This is an optimization exercise on Yosys and OpenROAD, whose aim is small area, not a production implementation. Function was checked by simulation only, so behaviour that the tests miss may differ from the original.

File: flow/flow/flops.py
import re, sys
def flops(path):
    txt = open(path).read()
    res = {}
    for m in re.finditer(r'^\s*(sky130_fd_sc_hd__\w+)\s+(\S+)\s*\(', txt, re.M):
        cell, inst = m.group(1), m.group(2)
        base = re.sub(r'_\d+$', '', cell.replace('sky130_fd_sc_hd__', ''))
        if base.startswith(('df', 'edf', 'sdf', 'dl', 'sedf')):
            res[inst] = base
    return res
a, b = flops(sys.argv[1]), flops(sys.argv[2])
bad = 0
for k in sorted(set(a) | set(b)):
    if a.get(k) != b.get(k):
        bad += 1
        if bad <= 10: print("DIFF", k, a.get(k), b.get(k))
print("flops", len(a), len(b), "mismatches", bad)
sys.exit(1 if bad else 0)
File: flow/constraint.sdc
create_clock -name core_clock -period 120.0 [get_ports {clk}]
set_input_delay 24.0000 -clock core_clock [delete_from_list [all_inputs] [get_ports {clk}]]
set_output_delay 24.0000 -clock core_clock [all_outputs]
set_load 0.01 [all_outputs]
File: flow/config.mk
export PLATFORM = sky130hd
export DESIGN_NAME = top
export DESIGN_NICKNAME = top
export VERILOG_FILES = /design/flow/design.v
export SDC_FILE = /design/flow/constraint.sdc
export NUM_CORES = 8
export LEC_CHECK = 0
export CAP_MARGIN = 20
export CORE_MARGIN = 2
export CORE_UTILIZATION = 40
export SLEW_MARGIN = 20
File: flow/flow/run.sh
#!/bin/bash
# Own layout flow: the standard flow, except that the synthesis maps the
# logic with an area-only ABC script and without yosys's adder extraction.
# The registers are those of the standard synthesis (checked below); if they
# differ, the standard synthesis is used instead.
set -euo pipefail
W=$PWD
F=$W/flow
R=$W/orfs/results/$FLOW_PLATFORM/top/base

bash standard.sh synth > std_synth.log 2>&1
cp $R/1_2_yosys.v std_1_2_yosys.v

# 2. own synthesis: same script, area-only mapping
# layout options: small clock buffers without dummy loads, small port buffers
EXTRA="CTS_ARGS='-sink_clustering_enable -repair_clock_nets -buf_list sky130_fd_sc_hd__clkbuf_8 -dont_use_dummy_load'"
EXTRA="$EXTRA BUFFER_PORTS_ARGS='-buffer_cell sky130_fd_sc_hd__buf_1'"
sed "s#SYNTH_SCRIPT=[^ ]*#SYNTH_SCRIPT=$F/my_synth.tcl ADDER_MAP_FILE= $EXTRA#" standard.sh > my_standard.sh
bash $F/mksynth.sh $W/synth_mod.tcl
export MY_SYNTH_TCL=$W/synth_mod.tcl
export MY_ABC_SCRIPT=$F/area.abc
rm -f $R/1_2_yosys.v $R/1_2_yosys.sdc $R/1_synth.odb $R/1_synth.sdc
if bash my_standard.sh synth > my_synth.log 2>&1 && \
   python3 $F/flops.py std_1_2_yosys.v $R/1_2_yosys.v > flops_check.log 2>&1; then
    echo "own synthesis used" >> flops_check.log
else
    echo "own synthesis failed or changed the registers: standard synthesis used" >> flops_check.log
    rm -f $R/1_synth.odb $R/1_synth.sdc
    cp std_1_2_yosys.v $R/1_2_yosys.v
    touch $R/1_2_yosys.v
    bash standard.sh synth > std_synth2.log 2>&1
fi

# 3. the rest of the standard flow
bash my_standard.sh > my_flow.log 2>&1
File: flow/flow/area.abc
strash
&get -n
&deepsyn -T 20
&put
dch -f
amap
topo
File: flow/flow/mksynth.sh
#!/bin/bash
# writes $1 (a copy of ORFS synth.tcl whose abc step runs $MY_ABC_SCRIPT for area only)
sed 's#log_cmd abc {\*}$abc_args#log_cmd abc -script $::env(MY_ABC_SCRIPT) {*}$lib_args {*}$lib_dont_use_args#' \
    $FLOW_HOME/scripts/synth.tcl > $1
grep -q 'MY_ABC_SCRIPT' $1
File: flow/design.v
`timescale 1ns / 1ps
module top(
    input          clk     ,
    input          rst_n   ,
    output         trig    ,
    input          echo    ,
    output [3:0]   sel     ,
    output [7:0]   seg     ,
    output [2:0]   led     ,
    input          key     ,
    output [3:0]   sel_1   ,
    output [7:0]   seg_1
    );
    reg [6:0] lo;
    reg [1:0] k;
    reg [4:0] hh;
    reg [2:0] wd;
    wire lo_end = lo[6] & ~lo[5] & ~lo[4] & lo[3] & ~lo[2] & lo[1] & lo[0];     
    wire lo_95  = ~lo[6] & ~lo[5] & lo[3] & lo[2] & ~lo[1] & ~lo[0];            
    wire lo_96  = ~lo[6] & lo[4] & lo[3] & ~lo[2] & ~lo[1] & lo[0];             
    wire lo_1   = ~lo[6] & ~lo[5] & ~lo[3] & ~lo[2] & ~lo[1] & lo[0];           
    wire lo_2   = ~lo[6] & ~lo[4] & ~lo[3] & ~lo[2] & lo[1] & lo[0];            
    wire hh_0   = ~hh[3] & ~hh[2] & ~hh[1] & ~hh[0];                            
    wire hh_24  = hh[4] & ~hh[3] & ~hh[1] & ~hh[0];                             
    wire grp    = wd[2] & wd[0];                                                 
    wire last    = hh_24 & (k == 2'd3);
    wire win_end = last & lo_end;
    wire c9995   = last & lo_95;
    wire c9996   = last & lo_96;
    always @(posedge clk or negedge rst_n) begin
        if (!rst_n) begin
            lo <= 7'd0; k <= 2'd0; hh <= 5'd0; wd <= 3'd0;
        end else begin
            lo <= lo_end ? 7'd0 : {lo[5:0], ~(lo[6] ^ lo[5])};
            if (lo_end) k <= k + 2'd1;
            if (lo_end & (k == 2'd3)) hh <= hh_24 ? 5'd0 : {hh[3:0], ~(hh[4] ^ hh[2])};
            if (win_end) wd <= grp ? 3'd0 : {wd[1:0], ~(wd[2] ^ wd[1])};
        end
    end
    assign trig = hh_0 & (k == 2'd0) & (lo_1 | lo_2);
    reg [5:0]  j;
    reg [15:0] G;
    reg        jinc;
    reg [2:0]  jh;
    always @(*) begin
    case (j)
      6'd0: begin jinc = 1'b0; jh = 3'd0; end
      6'd1: begin jinc = 1'b0; jh = 3'd1; end
      6'd2: begin jinc = 1'b1; jh = 3'd3; end
      6'd3: begin jinc = 1'b0; jh = 3'd0; end
      6'd4: begin jinc = 1'b0; jh = 3'd1; end
      6'd5: begin jinc = 1'b1; jh = 3'd3; end
      6'd6: begin jinc = 1'b0; jh = 3'd0; end
      6'd7: begin jinc = 1'b0; jh = 3'd1; end
      6'd8: begin jinc = 1'b1; jh = 3'd3; end
      6'd9: begin jinc = 1'b0; jh = 3'd0; end
      6'd10: begin jinc = 1'b0; jh = 3'd2; end
      6'd11: begin jinc = 1'b1; jh = 3'd3; end
      6'd12: begin jinc = 1'b0; jh = 3'd0; end
      6'd13: begin jinc = 1'b0; jh = 3'd2; end
      6'd14: begin jinc = 1'b1; jh = 3'd3; end
      6'd15: begin jinc = 1'b0; jh = 3'd0; end
      6'd16: begin jinc = 1'b0; jh = 3'd2; end
      6'd17: begin jinc = 1'b1; jh = 3'd3; end
      6'd18: begin jinc = 1'b0; jh = 3'd0; end
      6'd19: begin jinc = 1'b0; jh = 3'd2; end
      6'd20: begin jinc = 1'b1; jh = 3'd4; end
      6'd21: begin jinc = 1'b0; jh = 3'd0; end
      6'd22: begin jinc = 1'b0; jh = 3'd2; end
      6'd23: begin jinc = 1'b1; jh = 3'd4; end
      6'd24: begin jinc = 1'b0; jh = 3'd0; end
      6'd25: begin jinc = 1'b0; jh = 3'd2; end
      6'd26: begin jinc = 1'b1; jh = 3'd4; end
      6'd27: begin jinc = 1'b0; jh = 3'd0; end
      6'd28: begin jinc = 1'b0; jh = 3'd2; end
      6'd29: begin jinc = 1'b1; jh = 3'd4; end
      6'd30: begin jinc = 1'b0; jh = 3'd1; end
      6'd31: begin jinc = 1'b0; jh = 3'd2; end
      6'd32: begin jinc = 1'b1; jh = 3'd4; end
      6'd33: begin jinc = 1'b0; jh = 3'd1; end
      6'd34: begin jinc = 1'b0; jh = 3'd2; end
      6'd35: begin jinc = 1'b1; jh = 3'd4; end
      6'd36: begin jinc = 1'b0; jh = 3'd1; end
      6'd37: begin jinc = 1'b0; jh = 3'd2; end
      6'd38: begin jinc = 1'b1; jh = 3'd4; end
      6'd39: begin jinc = 1'b0; jh = 3'd1; end
      6'd40: begin jinc = 1'b0; jh = 3'd3; end
      6'd41: begin jinc = 1'b1; jh = 3'd4; end
      6'd42: begin jinc = 1'b0; jh = 3'd1; end
      6'd43: begin jinc = 1'b0; jh = 3'd3; end
      6'd44: begin jinc = 1'b1; jh = 3'd4; end
      6'd45: begin jinc = 1'b0; jh = 3'd1; end
      6'd46: begin jinc = 1'b0; jh = 3'd3; end
      6'd47: begin jinc = 1'b1; jh = 3'd4; end
      6'd48: begin jinc = 1'b0; jh = 3'd1; end
      6'd49: begin jinc = 1'b1; jh = 3'd3; end
      default: begin jinc = 1'b0; jh = 3'd0; end
    endcase
    end
    wire ewrap = G[15] & G[13] & G[11] & G[10] & G[9] & G[4] & G[2];
    always @(posedge clk or negedge rst_n) begin
        if (!rst_n) begin
            j <= 6'd0; G <= 16'd0;
        end else if (echo) begin
            if (ewrap) begin
                j <= 6'd0; G <= 16'd0;
            end else begin
                j <= (j == 6'd49) ? 6'd0 : j + 6'd1;
                G <= G + {15'd0, jinc};
            end
        end else if (win_end) begin
            j <= 6'd0; G <= 16'd0;
        end
    end
    reg [13:0] Q;
    reg [2:0]  R;
    reg [13:0] dreg;
    wire [3:0] rh = {1'b0, R} + {1'b0, jh};
    wire       cy = rh >= 4'd5;
    always @(posedge clk or negedge rst_n) begin
        if (!rst_n) begin
            Q <= 14'd0; R <= 3'd0; dreg <= 14'd0;
        end else begin
            if (c9995) begin
                Q <= Q + G[13:0] + {13'd0, cy};
                R <= cy ? rh[2:0] - 3'd5 : rh[2:0];
            end else if (win_end & grp) begin
                Q <= 14'd0; R <= 3'd0;
            end
            if (c9996 & grp) dreg <= Q;
        end
    end
    reg        key_reg, key_value;
    reg [10:0] L;
    wire       lone = L[10] & ~L[9] & ~L[8] & ~L[7] & ~L[6] & ~L[5] & ~L[4] & ~L[3] & ~L[2] & ~L[1] & ~L[0];
    wire       lfb  = (L[10] ^ L[8]) & ~lone;
    always @(posedge clk or negedge rst_n) begin
        if (!rst_n) begin
            key_reg <= 1'b1; key_value <= 1'b1; L <= 11'd0;
        end else begin
            key_reg <= key;
            L <= (key_reg != key) ? 11'd13 : {L[9:0], lfb};
            if (lone) key_value <= key;
        end
    end
    reg        k1, k2;
    wire       kneg = ~k1 & k2;
    reg [1:0]  st, sd;
    reg [13:0] s;
    reg [13:0] d1, d2;
    reg [7:0]  nu;           
    reg        p2;
    always @(posedge clk or negedge rst_n) begin
        if (!rst_n) begin
            k1 <= 1'b0; k2 <= 1'b0; st <= 2'd0; sd <= 2'd0;
        end else begin
            k1 <= key_value; k2 <= k1;
            sd <= st;
            if (kneg) st <= (st == 2'd2) ? 2'd0 : st + 2'd1;
        end
    end
    wire        st0 = (st == 2'd0), st1 = (st == 2'd1), st2 = (st == 2'd2);
    wire        sfb   = ~(s[13] ^ s[0]);
    wire        s9999 = s[13] & s[12] & ~s[11] & s[10] & ~s[9] & s[8] & s[6] & ~s[5] & ~s[4] & s[2] & s[1] & s[0];
    wire        s7151 = s[13] & s[12] & ~s[10] & ~s[9] & s[8] & ~s[7] & ~s[6] & ~s[5] & s[4] & s[3] & ~s[2] & s[1];
    wire        u209  = ~nu[7] & ~nu[6] & ~nu[4] & ~nu[0];
    wire        twrap = u209 & s7151;
    wire        pass1 = st2 & (sd == 2'd1);
    wire        pass2 = st2 & p2;
    wire [14:0] ad    = {1'b0, d2} + {1'b0, ~d1} + {14'd0, pass1 | s[0]};
    wire [3:0]  dc    = d1[11:8];
    wire        dcend = dc[3] & ~dc[2] & ~dc[1] & ~dc[0];
    wire        dbit  = s[13] ^ ~d1[12];
    wire [8:0]  P     = {d1[7:0], dbit};
    wire [9:0]  df    = {1'b0, P} + {2'b01, nu} + 10'd1;
    wire        nb    = df[9] & ~(&nu);
    wire        dstep = st2 & ~pass1 & ~pass2 & ~dcend;
    always @(posedge clk) begin
        p2 <= pass1;
    end
    always @(posedge clk or negedge rst_n) begin
        if (!rst_n) begin
            s <= 14'd0;
        end else if (st1) begin
            if (sd == 2'd0) s <= 14'd1;
            else if (twrap | s9999) s <= 14'd0;
            else s <= {s[12:0], sfb};
        end else if (pass1 | pass2) begin
            s <= pass1 ? {ad[13:1], ad[14]} : ad[13:0];
        end else if (dstep) begin
            s <= {s[12:0], nb};
        end
    end
    always @(posedge clk) begin
        if (st1) begin
            if ((sd == 2'd0) | twrap) nu <= 8'hff;
            else if (s9999) nu <= nu - 8'd1;
        end
    end
    always @(posedge clk) begin
        if (st0 & kneg) d1 <= dreg;
        else if (pass2) begin
            d1[7:0]  <= 8'd0;
            d1[11:8] <= 4'd0;
            d1[12]   <= s[0];
        end else if (dstep) begin
            d1[7:0]  <= nb ? df[7:0] : P[7:0];
            d1[11:8] <= {dc[2:0], ~(dc[3] ^ dc[2])};
        end
        if (st1 & kneg) d2 <= dreg;
    end
    assign led = {1'b0, st};
    wire [13:0] v1 = (sd == 2'd1) ? d1 : (sd == 2'd2) ? d2 : s;
    function [3:0] digit;
        input [13:0] v;
        input [1:0]  kk;
        reg [7:0] hi, p;
        reg [6:0] lo2;
        reg [4:0] t;
        begin
            hi  = v / 100;
            lo2 = v % 100;
            p   = kk[1] ? {1'b0, lo2} : hi;
            t   = p / 10;
            if (kk[0]) digit = p % 10;
            else       digit = (t >= 5'd10) ? t - 5'd10 : t[3:0];
        end
    endfunction
    function [6:0] seg7;
        input [3:0] d;
        begin
            case (d)
                4'd0: seg7 = 7'b0111111;
                4'd1: seg7 = 7'b0000110;
                4'd2: seg7 = 7'b1011011;
                4'd3: seg7 = 7'b1001111;
                4'd4: seg7 = 7'b1100110;
                4'd5: seg7 = 7'b1101101;
                4'd6: seg7 = 7'b1111101;
                4'd7: seg7 = 7'b0000111;
                4'd8: seg7 = 7'b1111111;
                4'd9: seg7 = 7'b1101111;
                default: seg7 = 7'b1111111;
            endcase
        end
    endfunction
    wire [3:0] selv = {k == 2'd3, k == 2'd2, k == 2'd1, k == 2'd0};
    assign sel   = selv;
    assign sel_1 = selv;
    assign seg   = {selv[2], seg7(digit(dreg, k))};
    assign seg_1 = {selv[2], seg7(digit(v1, k))};
endmodule
File: flow/standard.sh
#!/bin/bash
# synth_recipe.tcl (not shown) runs the flow's synth.tcl, then flattens the netlist and writes it again
# the make line also repeats each setting of config.mk as NAME=value (left out here)
make -C /OpenROAD-flow-scripts/flow DESIGN_CONFIG=/design/flow/config.mk WORK_HOME=/design/flow/orfs CLKGATE_MAP_FILE= SYNTH_SCRIPT=/design/flow/synth_recipe.tcl "${@:-finish}"
File: flow/flow/my_synth.tcl
# The standard flow's synthesis (synth_recipe.tcl) with only the abc mapping step changed
proc synth {args} { yosys synth -nofsm -noshare {*}$args }
source $::env(MY_SYNTH_TCL)
# left out here: clear keep_hierarchy, flatten, clean up, hide names made inside functions, write 1_2_yosys.v
==> results.ini, run 1 <==
[final_layout]
largest_register_ffs=16
final_cell_mix=nor2_1 (196), clkinv_1 (181), o21ai_0 (119), dfrtp_1 (101), nand2_1 (81)
num_antenna_cells=0
regArea_sq_um=3681
registers.top_by_ff_count=G
fillers=2211
instances_no_fill=1467
area_growth_pct=8.065
final_layout_size_suffix_gt1_frac=0.02443
multi_input_area_sq_um=4451
fin_nets=1193
layout_commonest_cell=nor2_1

[clock_tree]
cts_root_buf=clkbuf_8
path_clk_slew_ns=0.06
cts-htree-levels=4
cts_buffers=17
cts_resized=0
clk_latency_ns=0.46
holdBufCountCts=0
cts_buffer_depth=2
cts_tree=done
postCtsSetupRepairBufs=0
cts_sinks=140

[synth]
yosysWarnings=1
ys_seq_area_frac=0.4162
syn_area_per_cell_sq_um=7.730
yosys.area.top_type=dfrtp_1
async_reset_ff_frac=0.7357
ys_types=50
netlist_top_cells_area=dfrtp_1 (29%), edfxtp_1 (12%), nor2_1 (8.3%)
synthesis.nets=1148
synth_seq_cells=140
netlist_area_sq_um=8843
synth_top_flop_cell=dfrtp_1
syn_inst=1144
yosysTopAreaCellShare=0.2858
synth_edf_count=36

[timing]
rsz0062_at_grt=false
fmax_ghz=0.02546
fin_crit_sh=0.3273
fin_skew_ns=0.03678
tns_ns=0
layout_min_cycle_time_ns=39.28
final_hold_viol_count=0
setup_viol_count_final=0
maxSlewViolCount=0
relSlewSlack=0.3731
tightest_slew_ns=0.9167

[floorplanning]
core_area_sq_um=21760
io_pins=32
fp.dieW_um=152.7
start_util=0.4065
die_h_um=152.7
rows=54
dieArea_sq_um=23310

[detailed_routing]
dr.pass1.iters=8
ant_nets=0
wl_per_cell_um=15.64
drt_wl_total_um=22950
route.detailed.drc=0
first_iter_violations=619
vias=8356
viasPerCell=5.696

[grt]
grt_max_degree=69
antenna_found_initial=0
grtUsageTotal=0.1987
grt_pass1_wl_um=37980
overflow=0
grt_pass1_vias=7787

[status]
status=timing/DRC/antenna clean

[worst_setup_path]
cp.arrival_ns=15.28
endpoint_kind=primary output
cp_max_fo=14
rrSetupSlack_ns=112.64
cp_slowest_stage_delay_ns=0.76
cp.required_ns=96.00
critPathKind=reg -> out
slowest_stage=nor2_1
crit_top_cell=nor2_1
startpoint_type=flip-flop

[placement]
dp_cells=1450
dp_hpwl_um=17640
io_buffers=30
routabilityCongestion=0.8972

[hold_path]
hold_path.class=reg -> reg

[job]
cap_violations=0

Yosys cell counts (7+ instances only):
cell,instances
nor4_1,7
or3_1,9
clkinv_1,181
o22ai_1,52
dfrtp_1,101
a21oi_1,58
o21ai_0,119
a211oi_1,8
o31ai_1,16
a222oi_1,13
nor2b_1,28
or2_0,16
o32ai_1,21
nand2_1,81
edfxtp_1,36
nand3_1,16
nor2_1,196
a22oi_1,25
o211ai_1,17
nor3_1,45
o22a_1,12
o21a_1,21
buf_4,7
final timing paths:
kind	depth (start not counted)	from	end
min in group asynchronous	1	rst_n	s[12]$_DFFE_PN0P_
worst max-delay path	72	sd[1]$_DFF_PN0_	seg_1[3]
worst min-delay path	0	k1$_DFF_PN0_	k2$_DFF_PN0_
max in group asynchronous	2	rst_n	Q[2]$_DFFE_PN0P_
worst min register to register	0	k1$_DFF_PN0_	k2$_DFF_PN0_
worst max register to register	46	j[0]$_DFFE_PN0P_	Q[13]$_DFFE_PN0P_
stage by stage:
stage	area, sq um	setup slack [ns]	util	hold slack [ns]
2_1_floorplan	8843	83.39	-	0.3543
3_3_place_gp	9311	82.07	0.4280	0.3630
3_5_place_dp	9311	81.41	0.4280	0.3691
4_1_cts	9545	80.87	0.4388	0.3981
5_1_grt	9557	78.48	0.4393	0.4039
6_report	9557	80.72	0.4393	0.3938
cell families (layout without fill, tap and decap cells):
family | after synthesis | after routing | share of synthesized area
simple gates | 414 | 414 | 0.2070
compound gates | 397 | 397 | 0.2913
flops | 140 | 140 | 0.4162
xor+xnor | 1 | 1 | 0.0009906
buf+inv | 191 | 234 | 0.08404
other cells | 1 | 1 | 0.0004240
final cells by class:
type / count / area share
multi-input combinational: 813 / 0.4657
sequential: 140 / 0.3852
inverter: 181 / 0.07109
tap: 280 / 0.03666
clock buffer: 17 / 0.02448
timing repair buffer: 36 / 0.01689
worst max-delay path, delay by kind of cell (launching register included):
family / cells / cell delay (ns)
AO/OA/AOI/OAI: 20 / 4.55
buffers and inverters: 12 / 2.09
flip-flops: 1 / 0.35
AND/OR/NAND/NOR: 40 / 7.87
metal layers:
metal  share of wire  vias to the layer above  routed length, um  GRT usage
met5               0                        -                  0          0
met3           0.038                       42                865    0.03584
met1            0.48                     3898              10990     0.2703
met4           0.028                        0                651    0.07143
li1                -                     4232                  -          -
met2            0.46                      184              10440     0.3186
==> run 2: changes to the inputs <==
--- a/flow/flow/run.sh
+++ b/flow/flow/run.sh
@@ -14,6 +14,3 @@
 # 2. own synthesis: same script, area-only mapping
-# layout options: small clock buffers without dummy loads, small port buffers
-EXTRA="CTS_ARGS='-sink_clustering_enable -repair_clock_nets -buf_list sky130_fd_sc_hd__clkbuf_8 -dont_use_dummy_load'"
-EXTRA="$EXTRA BUFFER_PORTS_ARGS='-buffer_cell sky130_fd_sc_hd__buf_1'"
-sed "s#SYNTH_SCRIPT=[^ ]*#SYNTH_SCRIPT=$F/my_synth.tcl ADDER_MAP_FILE= $EXTRA#" standard.sh > my_standard.sh
+sed "s#SYNTH_SCRIPT=[^ ]*#SYNTH_SCRIPT=$F/my_synth.tcl ADDER_MAP_FILE=#" standard.sh > my_standard.sh
 bash $F/mksynth.sh $W/synth_mod.tcl
==> run 2 against run 1 <==
- still clean on timing, DRC and antenna
- final cell count up 1.1%
- hold slack worse by 0.013 ns
- setup slack worse by 0.38 ns
- maximum frequency is 0.95% lower
- final area increased by 6.0%
- highest routed layer unchanged
==> results.ini, run 2 <==
[worst_setup_path]
slowest_stage=nor2_1
crit_top_cell=nor2_1
critPathKind=reg -> out
cp_max_fo=14
critical_path_buf_inv_count=14
endpoint_kind=primary output
rr_endpoint=Q[13]$_DFFE_PN0P_
rrSetupSlack_ns=112.80
rr_worst_depth=46
r2r-start=j[0]$_DFFE_PN0P_
cp.arrival_ns=15.66
cp_slowest_stage_delay_ns=0.77
startpoint_type=flip-flop
cp.required_ns=96.00
critPathTopFamily=simple AND/OR/NAND/NOR gates

[timing]
tightest_slew_ns=0.9866
fin_crit_sh=0.3305
maxSlewViolCount=0
final_hold_viol_count=0
rsz0062_at_grt=false
setup_viol_count_final=0
fin_skew_ns=0.02316
layout_min_cycle_time_ns=39.66
relSlewSlack=0.3353
tns_ns=0
fmax_ghz=0.02522
holdWs_ns=0.3806
final.setup.worst_slack_ns=80.34

[detailed_routing]
viasPerCell=5.643
first_iter_violations=601
dr.pass1.iters=7
wl_per_cell_um=15.68
vias=8369
drt_wl_total_um=23260
route.detailed.drc=0
ant_nets=0

[synth]
yosysTopAreaCellShare=0.2858
synth_seq_cells=140
ys_types=50
syn_area_per_cell_sq_um=7.730
synth_most_common_cell=nor2_1
ys_seq_area_frac=0.4162
netlist_top_cells_area=dfrtp_1 (29%), edfxtp_1 (12%), nor2_1 (8.3%)
synthesis.nets=1148
netlist_area_sq_um=8843
syn_inst=1144
synthTopCellsByCount=nor2_1 (196), clkinv_1 (181), o21ai_0 (119)
yosys.area.top_type=dfrtp_1
synth_top_flop_cell=dfrtp_1
async_reset_ff_frac=0.7357
yosysWarnings=1
synth_edf_count=36

[grt]
grtUsageTotal=0.2049
overflow=0
antenna_found_initial=0
grt_max_degree=62
grt_pass1_vias=7873
grt_pass1_wl_um=39010

[final_layout]
fin_nets=1194
largest_register_ffs=16
instances_no_fill=1483
final_cell_mix=nor2_1 (196), clkinv_1 (181), o21ai_0 (119), dfrtp_1 (101), nand2_1 (81)
fillers=2189
num_antenna_cells=0
layout_commonest_cell=nor2_1
final_layout_size_suffix_gt1_frac=0.03741
registers.top_by_ff_count=G
final_area_sq_um=10130
area_growth_pct=14.52

[placement]
placed_area_sq_um=9500
dp_cells=1451
dp_hpwl_um=17780
routabilityCongestion=0.8965
io_buffers=30
place_ws_ns=81.10

[clock_tree]
cts_tree=done
cts-htree-levels=4
holdBufCountCts=0
cts_buffer_depth=2
clk_latency_ns=0.44
cts_root_buf=clkbuf_16
postCtsSetupRepairBufs=0
cts_resized=0
cts_sinks=140
cts_buffers=17
path_clk_slew_ns=0.07

[floorplanning]
fp.dieW_um=152.7
rows=54
core_area_sq_um=21760
dieArea_sq_um=23310
start_util=0.4065
die_h_um=152.7
io_pins=32

[hold_path]
hp-start=k1$_DFF_PN0_
hold_path.class=reg -> reg
hold_end=k2$_DFF_PN0_
min_path_cells=0

[job]
cap_violations=0

[status]
status=timing/DRC/antenna clean

-- run 2: cell counts after synthesis --
No cell type changed its count.
-- run 2: worst max-delay path by stage --
stage / startpoint / endpoint / slack, ns / cells after the start
final: sd[1]$_DFF_PN0_ / seg_1[3] / 80.34 / 75
after global routing: sd[1]$_DFF_PN0_ / seg_1[3] / 78.01 / 78
after CTS: sd[1]$_DFF_PN0_ / seg_1[3] / 80.60 / 75
after detailed placement: sd[1]$_DFF_PN0_ / seg_1[3] / 81.10 / 75
after global placement: sd[1]$_DFF_PN0_ / seg_1[3] / 81.64 / 72
after floorplan: sd[1]$_DFF_PN0_ / seg_1[3] / 83.39 / 70
-- run 2: kinds of logic (layout without fill, tap and decap cells) --
family / Yosys count / count (layout) / synth area share
AND/OR/NAND/NOR: 414 / 414 / 0.2070
other: 1 / 1 / 0.0004240
XOR/XNOR: 1 / 1 / 0.0009906
AO/OA/AOI/OAI: 397 / 397 / 0.2913
buffers and inverters: 191 / 250 / 0.08404
flip-flops: 140 / 140 / 0.4162
-- run 2: area by class of cell --
| cell class | instances | area, sq um | share of cell area |
|---|---|---|---|
| clock buffer | 18 | 439.2 | 0.04337 |
| timing repair buffer | 37 | 350.3 | 0.03459 |
| clock inverter | 14 | 176.4 | 0.01742 |
| multi-input combinational | 813 | 4451 | 0.4395 |
| sequential | 140 | 3681 | 0.3635 |
| tap | 280 | 350.3 | 0.03459 |
| inverter | 181 | 679.4 | 0.06709 |
-- run 2: per-layer routing --
layer,track usage,share of wire
met1,0.2767,0.48
met2,0.3331,0.46
met3,0.03242,0.042
met4,0.07672,0.025
met5,0,0
-- run 2: through the flow --
step	util
detailed placement	0.4367
global placement	0.4367
finish	0.4655
global route	0.4655
CTS	0.4650
floorplan	-
-- run 2: worst register-to-register path, delay by kind of cell, from the launching register on --
family / cells / cell delay [ns]
compound gates: 20 / 3.30
buf+inv: 3 / 0.41
flops: 1 / 0.44
simple gates: 23 / 2.98
==> run 3: changes to the inputs <==
--- a/flow/design.v
+++ b/flow/design.v
@@ -117,16 +117,16 @@
     reg [13:0] dreg;
-    wire [3:0] rh = {1'b0, R} + {1'b0, jh};
+    wire       first = ~wd[2] & ~wd[0];                                         
+    wire [13:0] Qa = first ? 14'd0 : Q;
+    wire [2:0]  Ra = first ? 3'd0 : R;
+    wire [3:0] rh = {1'b0, Ra} + {1'b0, jh};
     wire       cy = rh >= 4'd5;
-    always @(posedge clk or negedge rst_n) begin
-        if (!rst_n) begin
-            Q <= 14'd0; R <= 3'd0; dreg <= 14'd0;
-        end else begin
-            if (c9995) begin
-                Q <= Q + G[13:0] + {13'd0, cy};
-                R <= cy ? rh[2:0] - 3'd5 : rh[2:0];
-            end else if (win_end & grp) begin
-                Q <= 14'd0; R <= 3'd0;
-            end
-            if (c9996 & grp) dreg <= Q;
-        end
+    always @(posedge clk) begin
+        if (c9995) begin
+            Q <= Qa + G[13:0] + {13'd0, cy};
+            R <= cy ? rh[2:0] - 3'd5 : rh[2:0];
+        end
+    end
+    always @(posedge clk or negedge rst_n) begin
+        if (!rst_n) dreg <= 14'd0;
+        else if (c9996 & grp) dreg <= Q;
     end
@@ -148,6 +148,5 @@
     reg [1:0]  st, sd;
-    reg [13:0] s;
-    reg [13:0] d1, d2;
+    reg [13:0] A, B, s;
     reg [7:0]  nu;           
-    reg        p2;
+    reg        sg;           
     always @(posedge clk or negedge rst_n) begin
@@ -162,2 +161,3 @@
     wire        st0 = (st == 2'd0), st1 = (st == 2'd1), st2 = (st == 2'd2);
+    wire        moved = st != sd;
     wire        sfb   = ~(s[13] ^ s[0]);
@@ -167,48 +167,40 @@
     wire        twrap = u209 & s7151;
-    wire        pass1 = st2 & (sd == 2'd1);
-    wire        pass2 = st2 & p2;
-    wire [14:0] ad    = {1'b0, d2} + {1'b0, ~d1} + {14'd0, pass1 | s[0]};
-    wire [3:0]  dc    = d1[11:8];
+    wire        start = st2 & (sd == 2'd1);
+    wire        ge    = B >= A;
+    wire [13:0] ad    = B + ~A + {13'd0, ge};
+    wire [3:0]  dc    = s[11:8];
     wire        dcend = dc[3] & ~dc[2] & ~dc[1] & ~dc[0];
-    wire        dbit  = s[13] ^ ~d1[12];
-    wire [8:0]  P     = {d1[7:0], dbit};
+    wire        dbit  = B[13] ^ ~sg;
+    wire [8:0]  P     = {s[7:0], dbit};
     wire [9:0]  df    = {1'b0, P} + {2'b01, nu} + 10'd1;
     wire        nb    = df[9] & ~(&nu);
-    wire        dstep = st2 & ~pass1 & ~pass2 & ~dcend;
-    always @(posedge clk) begin
-        p2 <= pass1;
-    end
-    always @(posedge clk or negedge rst_n) begin
-        if (!rst_n) begin
+    wire        dstep = st2 & (sd == 2'd2) & ~dcend;
+    always @(posedge clk) begin
+        if (st0 & kneg) begin
             s <= 14'd0;
         end else if (st1) begin
-            if (sd == 2'd0) s <= 14'd1;
-            else if (twrap | s9999) s <= 14'd0;
+            if (twrap | s9999) s <= 14'd0;
             else s <= {s[12:0], sfb};
-        end else if (pass1 | pass2) begin
-            s <= pass1 ? {ad[13:1], ad[14]} : ad[13:0];
+        end else if (start) begin
+            s[11:0] <= 12'd0;
         end else if (dstep) begin
-            s <= {s[12:0], nb};
-        end
-    end
-    always @(posedge clk) begin
-        if (st1) begin
-            if ((sd == 2'd0) | twrap) nu <= 8'hff;
-            else if (s9999) nu <= nu - 8'd1;
-        end
-    end
-    always @(posedge clk) begin
-        if (st0 & kneg) d1 <= dreg;
-        else if (pass2) begin
-            d1[7:0]  <= 8'd0;
-            d1[11:8] <= 4'd0;
-            d1[12]   <= s[0];
-        end else if (dstep) begin
-            d1[7:0]  <= nb ? df[7:0] : P[7:0];
-            d1[11:8] <= {dc[2:0], ~(dc[3] ^ dc[2])};
-        end
-        if (st1 & kneg) d2 <= dreg;
+            s[7:0]  <= nb ? df[7:0] : P[7:0];
+            s[11:8] <= {dc[2:0], ~(dc[3] ^ dc[2])};
+        end
+    end
+    always @(posedge clk) begin
+        if ((st0 & kneg) | (st1 & twrap)) nu <= 8'hff;
+        else if (st1 & s9999) nu <= nu - 8'd1;
+    end
+    always @(posedge clk) begin
+        if (kneg & ~st2) B <= dreg;
+        else if (start) B <= ad;
+        else if (dstep) B <= {B[12:0], nb};
+        if (start) sg <= ge;
+    end
+    always @(posedge clk or negedge rst_n) begin
+        if (!rst_n) A <= 14'd0;
+        else if (moved) A <= B;
     end
     assign led = {1'b0, st};
-    wire [13:0] v1 = (sd == 2'd1) ? d1 : (sd == 2'd2) ? d2 : s;
     function [3:0] digit;
@@ -250,3 +242,3 @@
     assign seg   = {selv[2], seg7(digit(dreg, k))};
-    assign seg_1 = {selv[2], seg7(digit(v1, k))};
+    assign seg_1 = {selv[2], seg7(digit(A, k))};
 endmodule
--- a/flow/flow/run.sh
+++ b/flow/flow/run.sh
@@ -14,3 +14,6 @@
 # 2. own synthesis: same script, area-only mapping
-sed "s#SYNTH_SCRIPT=[^ ]*#SYNTH_SCRIPT=$F/my_synth.tcl ADDER_MAP_FILE=#" standard.sh > my_standard.sh
+# layout options: small clock buffers without dummy loads, small port buffers
+EXTRA="CTS_ARGS='-sink_clustering_enable -repair_clock_nets -buf_list sky130_fd_sc_hd__clkbuf_8 -dont_use_dummy_load'"
+EXTRA="$EXTRA BUFFER_PORTS_ARGS='-buffer_cell sky130_fd_sc_hd__buf_1'"
+sed "s#SYNTH_SCRIPT=[^ ]*#SYNTH_SCRIPT=$F/my_synth.tcl ADDER_MAP_FILE= SYNTH_OPERATIONS_ARGS=-noshare $EXTRA#" standard.sh > my_standard.sh
 bash $F/mksynth.sh $W/synth_mod.tcl
==> flow/flow/area.abc (replaced) <==
strash
&get -n
&deepsyn -T 60
&put
dch -f
amap
topo
==> flow/flow/mksynth.sh (replaced) <==
#!/bin/bash
# writes $1: a copy of ORFS synth.tcl whose abc step runs $MY_ABC_SCRIPT for
# area only (the adder extraction is switched off by ADDER_MAP_FILE= on the make line)
sed 's#log_cmd abc {\*}$abc_args#log_cmd abc -script $::env(MY_ABC_SCRIPT) {*}$lib_args {*}$lib_dont_use_args#' \
    $FLOW_HOME/scripts/synth.tcl > $1
grep -q 'MY_ABC_SCRIPT' $1
==> run 3 against run 2 <==
- final area down 7.2%
- first-iteration DRC count down 29%
- final cell count up 1.4%
- via count down 2.5%
- sequential share of layout area up 1.5 points
- critical path depth down 11
- area after synthesis down 1.6%
- die area down 1.6%
- hold slack worse by 0.012 ns
- maximum frequency up 6.7%
- largest cell class unchanged
==> results.ini, run 3 <==
[floorplanning]
die_h_um=151.5
io_pins=32
rows=53
fp.dieW_um=151.5
dieArea_sq_um=22940
start_util=0.4112
core_area_sq_um=21150

[final_layout]
largest_register_ffs=16
registers.top_by_ff_count=G
area_growth_pct=8.054
layout_commonest_cell=nor2_1
fillers=2158
num_antenna_cells=0
regArea_sq_um=3556
final_cell_mix=nor2_1 (257), clkinv_1 (150), a21oi_1 (111), nand2_1 (96), o21ai_0 (92)
instances_no_fill=1504
fin_nets=1235
multi_input_area_sq_um=4534
final_layout_size_suffix_gt1_frac=0.02441

[hold_path]
min_path_cells=0
hold_path.class=reg -> reg
hold_end=lo[3]$_DFF_PN0_
hp-start=lo[2]$_DFF_PN0_

[synth]
synth_compound_area_frac=0.2612
synthSimpleGateAreaFrac=0.2566
synthMuxAreaShare=0
yosysWarnings=1
synthesis.nets=1189
ys_seq_area_frac=0.4087
synth_seq_cells=140
netlist_top_cells_area=dfrtp_1 (24%), nor2_1 (11%), edfxtp_1 (11%)
syn_inst=1185
syn_area_per_cell_sq_um=7.341
synthAdderAreaFrac=0
async_reset_ff_frac=0.6143
netlist_area_sq_um=8700
synthTopCellsByCount=nor2_1 (257), clkinv_1 (150), a21oi_1 (111)
synth_top_flop_cell=dfrtp_1
yosysTopAreaCellShare=0.2416
ys_types=52
synth_xor_area_frac=0.001007
yosys.area.top_type=dfrtp_1
synth_edf_count=32
synth_most_common_cell=nor2_1
synth_top_family_by_area=compound AO/OA/AOI/OAI gates

[placement]
routabilityCongestion=0.8792
dp_cells=1487
dp_hpwl_um=15800
io_buffers=30

[detailed_routing]
ant_nets=0
vias=8159
drt_wl_total_um=20580
route.detailed.drc=0
first_iter_violations=427
viasPerCell=5.425
dr.pass1.iters=5
wl_per_cell_um=13.68

[worst_setup_path]
r2r-start=j[1]$_DFFE_PN0P_
cp_slowest_stage_delay_ns=0.62
slowest_stage=o311ai_1
startpoint_type=flip-flop
rr_endpoint=Q[13]$_DFFE_PP_
critical_path_buf_inv_count=11
crit_top_cell=nor2_1
endpoint_kind=primary output
cp.required_ns=96.00
critPathTopFamily=compound AO/OA/AOI/OAI gates
rrSetupSlack_ns=112.32
cp.arrival_ns=13.17
critPathKind=reg -> out
cp_max_fo=6
rr_worst_depth=47

[timing]
maxSlewViolCount=0
tightest_slew_ns=0.9033
fin_crit_sh=0.3097
fin_skew_ns=0.04438
final_hold_viol_count=0
relSlewSlack=0.3914
tns_ns=0
rsz0062_at_grt=false
layout_min_cycle_time_ns=37.17
setup_viol_count_final=0
fmax_ghz=0.02691
holdWs_ns=0.3688

[grt]
grt_pass1_vias=7492
overflow=0
grtUsageTotal=0.1892
grt_max_degree=59
antenna_found_initial=0
grt_pass1_wl_um=35200

[clock_tree]
cts_tree=done
postCtsSetupRepairBufs=0
holdBufCountCts=0
cts_buffers=17
cts_buffer_depth=2
cts_root_buf=clkbuf_8
cts_sinks=140
path_clk_slew_ns=0.10
cts-htree-levels=4
clk_latency_ns=0.46
cts_resized=0

[status]
status=timing/DRC/antenna clean

[job]
cap_violations=0

run 3: how the worst max path moves through the flow:
stage                              start      to  slack, ns  cells after the start
floorplan           dreg[10]$_DFFE_PN0P_  seg[0]      85.04                     63
global placement    dreg[10]$_DFFE_PN0P_  seg[0]      83.47                     65
detailed placement  dreg[10]$_DFFE_PN0P_  seg[3]      83.27                     64
CTS                 dreg[10]$_DFFE_PN0P_  seg[3]      82.75                     64
global route        dreg[10]$_DFFE_PN0P_  seg[3]      81.06                     65
finish              dreg[10]$_DFFE_PN0P_  seg[3]      82.83                     64
run 3: kinds of logic after synthesis:
group / Yosys count
buf+inv: 160
other cells: 1
flops: 140
compound gates: 373
simple gates: 510
xor+xnor: 1
run 3: cell type report:
cell class | count | area share
inverters | 150 | 0.05990
multi-input cells | 885 | 0.4824
flip-flops and latches | 140 | 0.3783
clock buffers | 17 | 0.02489
well taps | 275 | 0.03660
repair buffers | 37 | 0.01797
run 3: metrics by stage:
| stage | util | setup WS, ns | area (sq um) |
|---|---|---|---|
| floorplan | - | 85.04 | 8700 |
| global placement | 0.4333 | 83.47 | 9166 |
| detailed placement | 0.4333 | 83.27 | 9166 |
| CTS | 0.4444 | 82.75 | 9400 |
| global route | 0.4444 | 81.06 | 9400 |
| finish | 0.4444 | 82.83 | 9400 |
run 3: per-layer routing:
layer	global-route usage	share of wire	vias up
met5	0	0	-
met4	0.04486	0.0077	0
met3	0.03263	0.030	12
met2	0.3285	0.49	145
met1	0.2461	0.47	3703
li1	-	-	4299
==> run 4: changes to the inputs <==
--- a/flow/design.v
+++ b/flow/design.v
@@ -40,74 +40,22 @@
     assign trig = hh_0 & (k == 2'd0) & (lo_1 | lo_2);
-    reg [5:0]  j;
+    reg [3:0]  jr;
+    reg [2:0]  jh;
     reg [15:0] G;
-    reg        jinc;
-    reg [2:0]  jh;
-    always @(*) begin
-    case (j)
-      6'd0: begin jinc = 1'b0; jh = 3'd0; end
-      6'd1: begin jinc = 1'b0; jh = 3'd1; end
-      6'd2: begin jinc = 1'b1; jh = 3'd3; end
-      6'd3: begin jinc = 1'b0; jh = 3'd0; end
-      6'd4: begin jinc = 1'b0; jh = 3'd1; end
-      6'd5: begin jinc = 1'b1; jh = 3'd3; end
-      6'd6: begin jinc = 1'b0; jh = 3'd0; end
-      6'd7: begin jinc = 1'b0; jh = 3'd1; end
-      6'd8: begin jinc = 1'b1; jh = 3'd3; end
-      6'd9: begin jinc = 1'b0; jh = 3'd0; end
-      6'd10: begin jinc = 1'b0; jh = 3'd2; end
-      6'd11: begin jinc = 1'b1; jh = 3'd3; end
-      6'd12: begin jinc = 1'b0; jh = 3'd0; end
-      6'd13: begin jinc = 1'b0; jh = 3'd2; end
-      6'd14: begin jinc = 1'b1; jh = 3'd3; end
-      6'd15: begin jinc = 1'b0; jh = 3'd0; end
-      6'd16: begin jinc = 1'b0; jh = 3'd2; end
-      6'd17: begin jinc = 1'b1; jh = 3'd3; end
-      6'd18: begin jinc = 1'b0; jh = 3'd0; end
-      6'd19: begin jinc = 1'b0; jh = 3'd2; end
-      6'd20: begin jinc = 1'b1; jh = 3'd4; end
-      6'd21: begin jinc = 1'b0; jh = 3'd0; end
-      6'd22: begin jinc = 1'b0; jh = 3'd2; end
-      6'd23: begin jinc = 1'b1; jh = 3'd4; end
-      6'd24: begin jinc = 1'b0; jh = 3'd0; end
-      6'd25: begin jinc = 1'b0; jh = 3'd2; end
-      6'd26: begin jinc = 1'b1; jh = 3'd4; end
-      6'd27: begin jinc = 1'b0; jh = 3'd0; end
-      6'd28: begin jinc = 1'b0; jh = 3'd2; end
-      6'd29: begin jinc = 1'b1; jh = 3'd4; end
-      6'd30: begin jinc = 1'b0; jh = 3'd1; end
-      6'd31: begin jinc = 1'b0; jh = 3'd2; end
-      6'd32: begin jinc = 1'b1; jh = 3'd4; end
-      6'd33: begin jinc = 1'b0; jh = 3'd1; end
-      6'd34: begin jinc = 1'b0; jh = 3'd2; end
-      6'd35: begin jinc = 1'b1; jh = 3'd4; end
-      6'd36: begin jinc = 1'b0; jh = 3'd1; end
-      6'd37: begin jinc = 1'b0; jh = 3'd2; end
-      6'd38: begin jinc = 1'b1; jh = 3'd4; end
-      6'd39: begin jinc = 1'b0; jh = 3'd1; end
-      6'd40: begin jinc = 1'b0; jh = 3'd3; end
-      6'd41: begin jinc = 1'b1; jh = 3'd4; end
-      6'd42: begin jinc = 1'b0; jh = 3'd1; end
-      6'd43: begin jinc = 1'b0; jh = 3'd3; end
-      6'd44: begin jinc = 1'b1; jh = 3'd4; end
-      6'd45: begin jinc = 1'b0; jh = 3'd1; end
-      6'd46: begin jinc = 1'b0; jh = 3'd3; end
-      6'd47: begin jinc = 1'b1; jh = 3'd4; end
-      6'd48: begin jinc = 1'b0; jh = 3'd1; end
-      6'd49: begin jinc = 1'b1; jh = 3'd3; end
-      default: begin jinc = 1'b0; jh = 3'd0; end
-    endcase
-    end
-    wire ewrap = G[15] & G[13] & G[11] & G[10] & G[9] & G[4] & G[2];
+    wire       df2  = jr >= 4'd3;                       
+    wire [3:0] hs   = {1'b0, jh} + {2'b0, df2, ~df2};   
+    wire       jinc = hs >= 4'd5;
+    wire       ewrap = G[15] & G[13] & G[11] & G[10] & G[9] & G[4] & G[2];
     always @(posedge clk or negedge rst_n) begin
         if (!rst_n) begin
-            j <= 6'd0; G <= 16'd0;
+            jr <= 4'd0; jh <= 3'd0; G <= 16'd0;
         end else if (echo) begin
             if (ewrap) begin
-                j <= 6'd0; G <= 16'd0;
+                jr <= 4'd0; jh <= 3'd0; G <= 16'd0;
             end else begin
-                j <= (j == 6'd49) ? 6'd0 : j + 6'd1;
-                G <= G + {15'd0, jinc};
+                jr <= df2 ? jr - 4'd3 : jr + 4'd7;
+                jh <= jinc ? hs[2:0] - 3'd5 : hs[2:0];
+                G  <= G + {15'd0, jinc};
             end
         end else if (win_end) begin
-            j <= 6'd0; G <= 16'd0;
+            jr <= 4'd0; jh <= 3'd0; G <= 16'd0;
         end
@@ -145,5 +93,6 @@
     end
-    reg        k1, k2;
-    wire       kneg = ~k1 & k2;
-    reg [1:0]  st, sd;
+    reg        k1, k2, k3;
+    wire       kneg  = ~k1 & k2;
+    wire       moved = ~k2 & k3;     
+    reg [1:0]  st;
     reg [13:0] A, B, s;
@@ -153,6 +102,5 @@
         if (!rst_n) begin
-            k1 <= 1'b0; k2 <= 1'b0; st <= 2'd0; sd <= 2'd0;
+            k1 <= 1'b0; k2 <= 1'b0; k3 <= 1'b0; st <= 2'd0;
         end else begin
-            k1 <= key_value; k2 <= k1;
-            sd <= st;
+            k1 <= key_value; k2 <= k1; k3 <= k2;
             if (kneg) st <= (st == 2'd2) ? 2'd0 : st + 2'd1;
@@ -161,3 +109,2 @@
     wire        st0 = (st == 2'd0), st1 = (st == 2'd1), st2 = (st == 2'd2);
-    wire        moved = st != sd;
     wire        sfb   = ~(s[13] ^ s[0]);
@@ -167,3 +114,3 @@
     wire        twrap = u209 & s7151;
-    wire        start = st2 & (sd == 2'd1);
+    wire        start = st2 & moved;
     wire        ge    = B >= A;
@@ -176,3 +123,3 @@
     wire        nb    = df[9] & ~(&nu);
-    wire        dstep = st2 & (sd == 2'd2) & ~dcend;
+    wire        dstep = st2 & ~moved & ~dcend;
     always @(posedge clk) begin
==> flow/flow/run.sh (replaced) <==
#!/bin/bash
# Own layout flow: the standard flow with three changes.
#  - Synthesis: the same yosys script as the standard flow's, except that the logic is
#    mapped by an area-only ABC script (area.abc), without yosys's adder
#    extraction and without the Kogge-Stone carry map. It runs for several
#    ABC seeds and keeps the smallest netlist whose registers (names and cell
#    types) equal those of the standard synthesis, which runs first; if none
#    does, the standard synthesis is used.
#  - Clock tree: clkbuf_8 buffers only, no dummy loads.
#  - Port buffers: buf_1.
# Each tool's output goes to a log file in the work folder.
set -euo pipefail
W=$PWD
F=$W/flow
R=$W/orfs/results/$FLOW_PLATFORM/top/base
RB=results/$FLOW_PLATFORM/top/base
NS=6

bash standard.sh synth > std_synth.log 2>&1
cp $R/1_2_yosys.v std_1_2_yosys.v

# 2. own synthesis
EXTRA="CTS_ARGS='-sink_clustering_enable -repair_clock_nets -buf_list sky130_fd_sc_hd__clkbuf_8 -dont_use_dummy_load'"
EXTRA="$EXTRA BUFFER_PORTS_ARGS='-buffer_cell sky130_fd_sc_hd__buf_1'"
sed "s#SYNTH_SCRIPT=[^ ]*#SYNTH_SCRIPT=$F/my_synth.tcl ADDER_MAP_FILE= SYNTH_OPERATIONS_ARGS=-noshare $EXTRA#" standard.sh > my_standard.sh
bash $F/mksynth.sh $W/synth_mod.tcl
export MY_SYNTH_TCL=$W/synth_mod.tcl
for i in $(seq 1 $NS); do
    sed "s/-S 1\b/-S $i/" $F/area.abc > $W/area_$i.abc
    sed "s#WORK_HOME=[^ ]*#WORK_HOME=$W/try$i#" my_standard.sh > try_$i.sh
    (MY_ABC_SCRIPT=$W/area_$i.abc bash try_$i.sh synth > try_$i.log 2>&1 || true) &
done
wait
best=""
bestarea=""
: > flops_check.log
for i in $(seq 1 $NS); do
    f=$W/try$i/$RB/1_2_yosys.v
    st=$W/try$i/reports/$FLOW_PLATFORM/top/base/synth_stat.txt
    [[ -f $f && -f $st ]] || continue
    python3 $F/flops.py std_1_2_yosys.v $f >> flops_check.log 2>&1 || continue
    a=$(grep "Chip area" $st | awk '{print $NF}')
    echo "try $i: area $a" >> flops_check.log
    if [[ -z $best ]] || python3 -c "import sys; sys.exit(0 if $a < $bestarea else 1)"; then
        best=$i
        bestarea=$a
    fi
done
if [[ -n $best ]]; then
    cp $W/try$best/$RB/1_2_yosys.v $R/1_2_yosys.v
    echo "own synthesis used: try $best, area $bestarea" >> flops_check.log
else
    cp std_1_2_yosys.v $R/1_2_yosys.v
    echo "standard synthesis used" >> flops_check.log
fi
rm -f $R/1_synth.odb $R/1_synth.sdc
touch $R/1_2_yosys.v
bash standard.sh synth > odb_synth.log 2>&1

# 3. the rest of the flow
bash my_standard.sh > my_flow.log 2>&1
==> flow/flow/area.abc (replaced) <==
strash
&get -n
&deepsyn -T 60 -S 1
&put
dch -f
amap
topo
--- a/flow/config.mk
+++ b/flow/config.mk
@@ -9,3 +9,3 @@
 export CORE_MARGIN = 2
-export CORE_UTILIZATION = 40
+export CORE_UTILIZATION = 60
 export SLEW_MARGIN = 20
==> run 4 against run 3 <==
- still clean
- setup slack gained 0.099 ns
- register-to-register slack gained 0.45 ns
- area after synthesis decreased by 1.8%
- wire length down 4.8%
- clock skew down 0.016 ns
- critical path depth up 2
- die area fell by 34%
==> results.ini, run 4 <==
[placement]
routabilityCongestion=0.9233
dp_hpwl_um=14910
io_buffers=30

[clock_tree]
cts_buffers=17
cts_buffer_depth=2
cts_sinks=140
holdBufCountCts=0
cts_root_buf=clkbuf_8
path_clk_slew_ns=0.08
cts_resized=0
clk_latency_ns=0.44
postCtsSetupRepairBufs=0
cts_tree=done
cts-htree-levels=4

[synth]
synthesis.nets=1154
syn_inst=1150
netlist_area_sq_um=8542
yosysWarnings=1
syn_area_per_cell_sq_um=7.428

[floorplanning]
start_util=0.6154
dieArea_sq_um=15210
fp.dieW_um=123.3
core_area_sq_um=13880
rows=43
die_h_um=123.3
io_pins=32

[worst_setup_path]
rr_endpoint=Q[13]$_DFFE_PP_
worstSetupEndpoint=seg[3]
startpoint=dreg[10]$_DFFE_PN0P_
crit_top_cell=nor2_1
r2r-start=wd[2]$_DFFE_PN0P_
rr_worst_depth=61
endpoint_kind=primary output
startpoint_type=flip-flop
slowest_stage=a222oi_1
cp_max_fo=7
cp.required_ns=96.00
cp_slowest_stage_delay_ns=0.57
critPathKind=reg -> out
cp.arrival_ns=13.07
rrSetupSlack_ns=112.77

[timing]
layout_min_cycle_time_ns=37.07
relSlewSlack=0.3969
fin_crit_sh=0.3089
tns_ns=0
setup_viol_count_final=0
final_hold_viol_count=0
rsz0062_at_grt=false
tightest_slew_ns=0.9046
fmax_ghz=0.02698
fin_skew_ns=0.02846
maxSlewViolCount=0

[detailed_routing]
drt_wl_total_um=19590
dr.pass1.iters=7
first_iter_violations=583
wl_per_cell_um=14.26
ant_nets=0
vias=8032
viasPerCell=5.850
route.detailed.drc=0

[grt]
grtUsageTotal=0.2724
grt_pass1_vias=7275
grt_pass1_wl_um=33090
use_met1=0.3554
met2_usage=0.4650
antenna_found_initial=0
overflow=0
busiest_layer=met2
grtUsageMet3=0.05351
grt_max_degree=71

[final_layout]
final_cell_mix=nor2_1 (227), clkinv_1 (149), nand2_1 (125), o21ai_0 (96), a21oi_1 (88)
layout_commonest_cell=nor2_1
num_antenna_cells=0
area_growth_pct=6.591
fin_nets=1199
fillers=1265
final_util=0.6559
final_layout_size_suffix_gt1_frac=0.02263
largest_register_ffs=16
registers.top_by_ff_count=G

[hold_path]
hp-start=lo[2]$_DFF_PN0_
hold_path.class=reg -> reg

[status]
status=timing/DRC/antenna clean

[job]
cap_violations=0

-- run 4: worst max-delay path, delay by kind of cell (launching register included) --
family / cells / cell delay [ns]
AO/OA/AOI/OAI: 28 / 6.21
buffers and inverters: 8 / 1.08
AND/OR/NAND/NOR: 30 / 4.92
flip-flops: 1 / 0.40
-- run 4: layout make-up --
cell class	instances	area, sq um	share of cell area
multi-input cells	851	4369	0.4799
flip-flops and latches	140	3556	0.3905
inverters	149	559.3	0.06143
clock buffers	17	234.0	0.02570
well taps	180	225.2	0.02474
repair buffers	36	161.4	0.01773
-- run 4: worst min-delay path by stage --
stage | end | slack (ns) | cells after the start
floorplan | k2$_DFF_PN0_ | 0.35 | 0
global placement | lo[3]$_DFF_PN0_ | 0.37 | 0
detailed placement | lo[3]$_DFF_PN0_ | 0.37 | 0
CTS | lo[3]$_DFF_PN0_ | 0.38 | 0
global route | lo[5]$_DFF_PN0_ | 0.40 | 0
finish | lo[3]$_DFF_PN0_ | 0.38 | 0
-- run 4: metal layers --
layer | vias to the layer above | wire, um
met4 | 0 | 326
met1 | 3700 | 8961
met2 | 165 | 9438
met5 | - | 0
met3 | 26 | 859
li1 | 4141 | -
-- run 4: stage by stage --
| stage | worst slack [ns] | instances | instance area, sq um | hold slack [ns] |
|---|---|---|---|---|
| final | 82.93 | 1373 | 9105 | 0.3814 |
| after global routing | 80.95 | 1373 | 9105 | 0.4019 |
| after CTS | 83.03 | 1373 | 9105 | 0.3832 |
| after detailed placement | 83.51 | 1356 | 8871 | 0.3675 |
| after global placement | 83.65 | 1356 | 8871 | 0.3654 |
| after floorplan | 85.60 | 1150 | 8542 | 0.3546 |
==> run 5: changes to the inputs <==
--- a/flow/config.mk
+++ b/flow/config.mk
@@ -9,3 +9,4 @@
 export CORE_MARGIN = 2
-export CORE_UTILIZATION = 60
+export CORE_UTILIZATION = 75
+export PLACE_DENSITY = 0.85
 export SLEW_MARGIN = 20
==> run 5 against run 4 <==
- non-clock buffer count decreased by 1
- utilization rose by 17 points
- register-to-register slack got worse by 0.38 ns
==> results.ini, run 5 <==
[placement]
dp_cells=1315
place_ws_ns=83.23
io_buffers=30
dp_hpwl_um=14650
routabilityCongestion=0.9435

[detailed_routing]
route.detailed.drc=0
drt_wl_total_um=20070
vias=8314
first_iter_violations=789
wl_per_cell_um=15.06
ant_nets=0
dr.pass1.iters=6
viasPerCell=6.242

[final_layout]
largest_register_ffs=16
instances_no_fill=1332
fin_nets=1198
fillers=740
layout_commonest_cell=nor2_1
final_cell_mix=nor2_1 (227), clkinv_1 (149), nand2_1 (125), o21ai_0 (96), a21oi_1 (88)
num_antenna_cells=0
final_layout_size_suffix_gt1_frac=0.02181
area_growth_pct=5.962
registers.top_by_ff_count=G

[timing]
layout_min_cycle_time_ns=37.60
fmax_ghz=0.02659
fin_crit_sh=0.3134
final_hold_viol_count=0
final.setup.worst_slack_ns=82.40
tightest_slew_ns=0.7902
rsz0062_at_grt=false
fin_skew_ns=0.03160
setup_viol_count_final=0
tns_ns=0
relSlewSlack=0.4713
maxSlewViolCount=0

[grt]
grt_pass1_vias=7526
grtUsageTotal=0.3384
grt_pass1_wl_um=34360
antenna_found_initial=0
grt_max_degree=87
overflow=0

[synth]
synthesis.nets=1154
syn_area_per_cell_sq_um=7.428
syn_inst=1150
netlist_area_sq_um=8542
yosysWarnings=1

[clock_tree]
cts_sinks=140
cts_root_buf=clkbuf_8
path_clk_slew_ns=0.07
postCtsSetupRepairBufs=0
cts_tree=done
cts_buffer_depth=2
clk_latency_ns=0.45
cts-htree-levels=4
holdBufCountCts=0
cts_buffers=17
cts_resized=0

[floorplanning]
fp.dieW_um=110.7
core_area_sq_um=10980
start_util=0.7777
io_pins=32
die_h_um=110.7
dieArea_sq_um=12260
rows=38

[worst_setup_path]
cp.arrival_ns=13.60
cp_slowest_stage_delay_ns=0.58
r2r-start=wd[2]$_DFFE_PN0P_
endpoint_kind=primary output
crit_top_cell=nor2_1
slowest_stage=a222oi_1
rr_worst_depth=61
cp.required_ns=96.00
critical_path_buf_inv_count=7
startpoint_type=flip-flop
cp_max_fo=7
critPathTopFamily=compound AO/OA/AOI/OAI gates
rrSetupSlack_ns=112.39
rr_endpoint=Q[13]$_DFFE_PP_
critPathKind=reg -> out

[job]
cap_violations=0

[hold_path]
hold_path.class=reg -> reg
hold_end=k3$_DFF_PN0_
min_path_cells=0
hp-start=k2$_DFF_PN0_

[status]
status=timing/DRC/antenna clean

[run 5: how the worst max path moves through the flow]
stage	slack (ns)	endpoint	startpoint	depth (start not counted)
floorplan	85.60	seg[0]	dreg[10]$_DFFE_PN0P_	64
global placement	83.56	seg[0]	dreg[10]$_DFFE_PN0P_	66
detailed placement	83.23	seg[0]	dreg[10]$_DFFE_PN0P_	66
CTS	82.68	seg[0]	dreg[10]$_DFFE_PN0P_	66
global route	80.80	seg[6]	dreg[10]$_DFFE_PN0P_	67
finish	82.40	seg[0]	dreg[10]$_DFFE_PN0P_	66
[run 5: per-stage QoR]
stage | util | cell area, sq um | hold WS (ns)
final | 0.8241 | 9051 | 0.3866
after global placement | 0.8025 | 8813 | 0.3639
after detailed placement | 0.8025 | 8813 | 0.3725
after CTS | 0.8238 | 9047 | 0.3875
after floorplan | - | 8542 | 0.3546
after global routing | 0.8241 | 9051 | 0.3990
[run 5: cell type report]
| type | count | area [sq um] | share of cell area |
|---|---|---|---|
| Timing Repair Buffer | 35 | 157.7 | 0.01742 |
| Clock buffer | 17 | 234.0 | 0.02585 |
| Tap cell | 140 | 175.2 | 0.01935 |
| Multi-Input combinational cell | 851 | 4369 | 0.4827 |
| Inverter | 149 | 559.3 | 0.06179 |
| Sequential cell | 140 | 3556 | 0.3929 |
[run 5: metal layers]
| layer | up-vias | track usage | share of wire |
|---|---|---|---|
| met5 | - | 0 | 0 |
| met4 | 0 | 0.1225 | 0.027 |
| met1 | 3827 | 0.4229 | 0.42 |
| met3 | 62 | 0.07272 | 0.057 |
| met2 | 285 | 0.5824 | 0.50 |
| li1 | 4140 | - | - |
==> run 6: changes to the inputs <==
--- a/flow/config.mk
+++ b/flow/config.mk
@@ -9,4 +9,3 @@
 export CORE_MARGIN = 2
-export CORE_UTILIZATION = 75
-export PLACE_DENSITY = 0.85
+export CORE_UTILIZATION = 40
 export SLEW_MARGIN = 20
==> run 6 against run 5 <==
- non-clock buffer count up 1
- wire length down 2.5%
- clock skew up 0.0058 ns
- critical endpoint is now seg[3]
- sequential share of layout area down 0.74 points
- highest routed layer unchanged
- critical path type unchanged
- synthesized cell count unchanged
- clock-buffer cell count unchanged
==> results.ini, run 6 <==
[detailed_routing]
ant_nets=0
route.detailed.drc=0
first_iter_violations=430
wl_per_cell_um=13.33
dr.pass1.iters=5
drt_wl_total_um=19560
vias=7819
viasPerCell=5.326

[synth]
syn_inst=1150
syn_area_per_cell_sq_um=7.428
synthesis.nets=1154
yosysWarnings=1
netlist_area_sq_um=8542

[final_layout]
area_growth_pct=7.983
final_cell_mix=nor2_1 (227), clkinv_1 (149), nand2_1 (125), o21ai_0 (96), a21oi_1 (88)
num_antenna_cells=0
registers.top_by_ff_count=G
instances_no_fill=1468
largest_register_ffs=16
layout_commonest_cell=nor2_1
final_area_sq_um=9224
final_layout_size_suffix_gt1_frac=0.02263
fin_nets=1199

[grt]
overflow=0
grtUsageTotal=0.1824
grt_pass1_vias=7167
grt_max_degree=56
grt_pass1_wl_um=33400
antenna_found_initial=0

[worst_setup_path]
cp.required_ns=96.00
r2r-start=wd[2]$_DFFE_PN0P_
startpoint=dreg[10]$_DFFE_PN0P_
slowest_stage=a222oi_1
startpoint_type=flip-flop
critPathKind=reg -> out
endpoint_kind=primary output
cp.arrival_ns=13.20
crit_top_cell=nor2_1
cp_slowest_stage_delay_ns=0.57
rr_worst_depth=61
rrSetupSlack_ns=112.75
rr_endpoint=Q[13]$_DFFE_PP_
cp_max_fo=7
worstSetupEndpoint=seg[3]

[timing]
tightest_slew_ns=0.7679
layout_min_cycle_time_ns=37.20
fin_skew_ns=0.03742
rsz0062_at_grt=false
fin_crit_sh=0.3100
maxSlewViolCount=0
relSlewSlack=0.4868
fmax_ghz=0.02688
tns_ns=0
setup_viol_count_final=0
final_hold_viol_count=0

[clock_tree]
cts-htree-levels=4
holdBufCountCts=0
postCtsSetupRepairBufs=0
cts_buffer_depth=2
clk_latency_ns=0.46
cts_resized=0
path_clk_slew_ns=0.06
cts_buffers=17
cts_tree=done
cts_sinks=140
cts_root_buf=clkbuf_8

[floorplanning]
io_pins=32
core_area_sq_um=21020
rows=53
fp.dieW_um=150.1
dieArea_sq_um=22540
start_util=0.4063
die_h_um=150.1

[status]
status=timing/DRC/antenna clean

[hold_path]
hold_path.class=reg -> reg

[placement]
routabilityCongestion=0.8287
dp_hpwl_um=15070
io_buffers=30
dp_cells=1451
placed_area_sq_um=8990

[job]
cap_violations=0

[run 6: how the worst min path moves through the flow]
stage	from	end	slack, ns	cells past startpoint
after global routing	k2$_DFF_PN0_	k3$_DFF_PN0_	0.39	0
after CTS	k2$_DFF_PN0_	k3$_DFF_PN0_	0.38	0
after detailed placement	k2$_DFF_PN0_	k3$_DFF_PN0_	0.37	0
after floorplan	k1$_DFF_PN0_	k2$_DFF_PN0_	0.35	0
after global placement	lo[4]$_DFF_PN0_	lo[5]$_DFF_PN0_	0.36	0
final	k2$_DFF_PN0_	k3$_DFF_PN0_	0.38	0
[run 6: critical path: cells and delay by family, from the launching register on]
| kind | cells | cell delay, ns |
|---|---|---|
| buf+inv | 8 | 1.10 |
| compound gates | 27 | 6.23 |
| flops | 1 | 0.40 |
| simple gates | 31 | 5.00 |
[run 6: cell type report]
type / instances / area, sq um
well taps: 275 / 344.1
repair buffers: 36 / 161.4
multi-input cells: 851 / 4369
inverters: 149 / 559.3
clock buffers: 17 / 234.0
fillers: 2141 / 11800
flip-flops and latches: 140 / 3556
[run 6: stage by stage]
| step | util | setup slack, ns | hold slack [ns] |
|---|---|---|---|
| floorplan | - | 85.60 | 0.3546 |
| global placement | 0.4277 | 83.51 | 0.3645 |
| detailed placement | 0.4277 | 83.31 | 0.3684 |
| CTS | 0.4388 | 82.78 | 0.3829 |
| global route | 0.4388 | 80.86 | 0.3870 |
| finish | 0.4388 | 82.80 | 0.3809 |
[run 6: routing by layer]
layer	GRT usage	share of wire
met5	0	0
met2	0.3103	0.48
met4	0.05330	0.013
met3	0.02758	0.027
met1	0.2413	0.48

separate check: timing with driven ports:
How much do the figures lean on ideal ports? The routed layouts below were timed once more, with nothing changed but the port constraints. Step 1 (the two cells are an assumption about what drives the block):
set clk [get_ports {clk}]
set_driving_cell -lib_cell sky130_fd_sc_hd__clkbuf_16 $clk
set_driving_cell -lib_cell sky130_fd_sc_hd__buf_2 [delete_from_list [all_inputs] $clk]
Step 2, shift: input delay + t, output delay - t, t = (earliest + latest rising clock arrival at the registers) / 2. This alone moves slack from input paths to output paths. a / b / c = no drivers / after step 1 / after step 2; a / b = the first two.
| run | t, ns | setup WS [ns] | worst setup path after step 2 | worst register clock-pin slew, ns |
|---|---|---|---|---|
| run 1 | 0.473 | 80.718 / 80.680 / 81.153 | register to output | 0.10 / 0.10 |
| run 2 | 0.468 | 80.342 / 80.299 / 80.766 | register to output | 0.07 / 0.07 |
| run 3 | 0.475 | 82.833 / 82.791 / 83.266 | register to output | 0.11 / 0.11 |
| run 4 | 0.463 | 82.931 / 82.891 / 83.354 | register to output | 0.08 / 0.08 |
| run 5 | 0.476 | 82.397 / 82.360 / 82.836 | register to output | 0.09 / 0.09 |
| run 6 | 0.478 | 82.800 / 82.761 / 83.238 | register to output | 0.09 / 0.09 |
After both steps setup and hold are still met in every run listed.
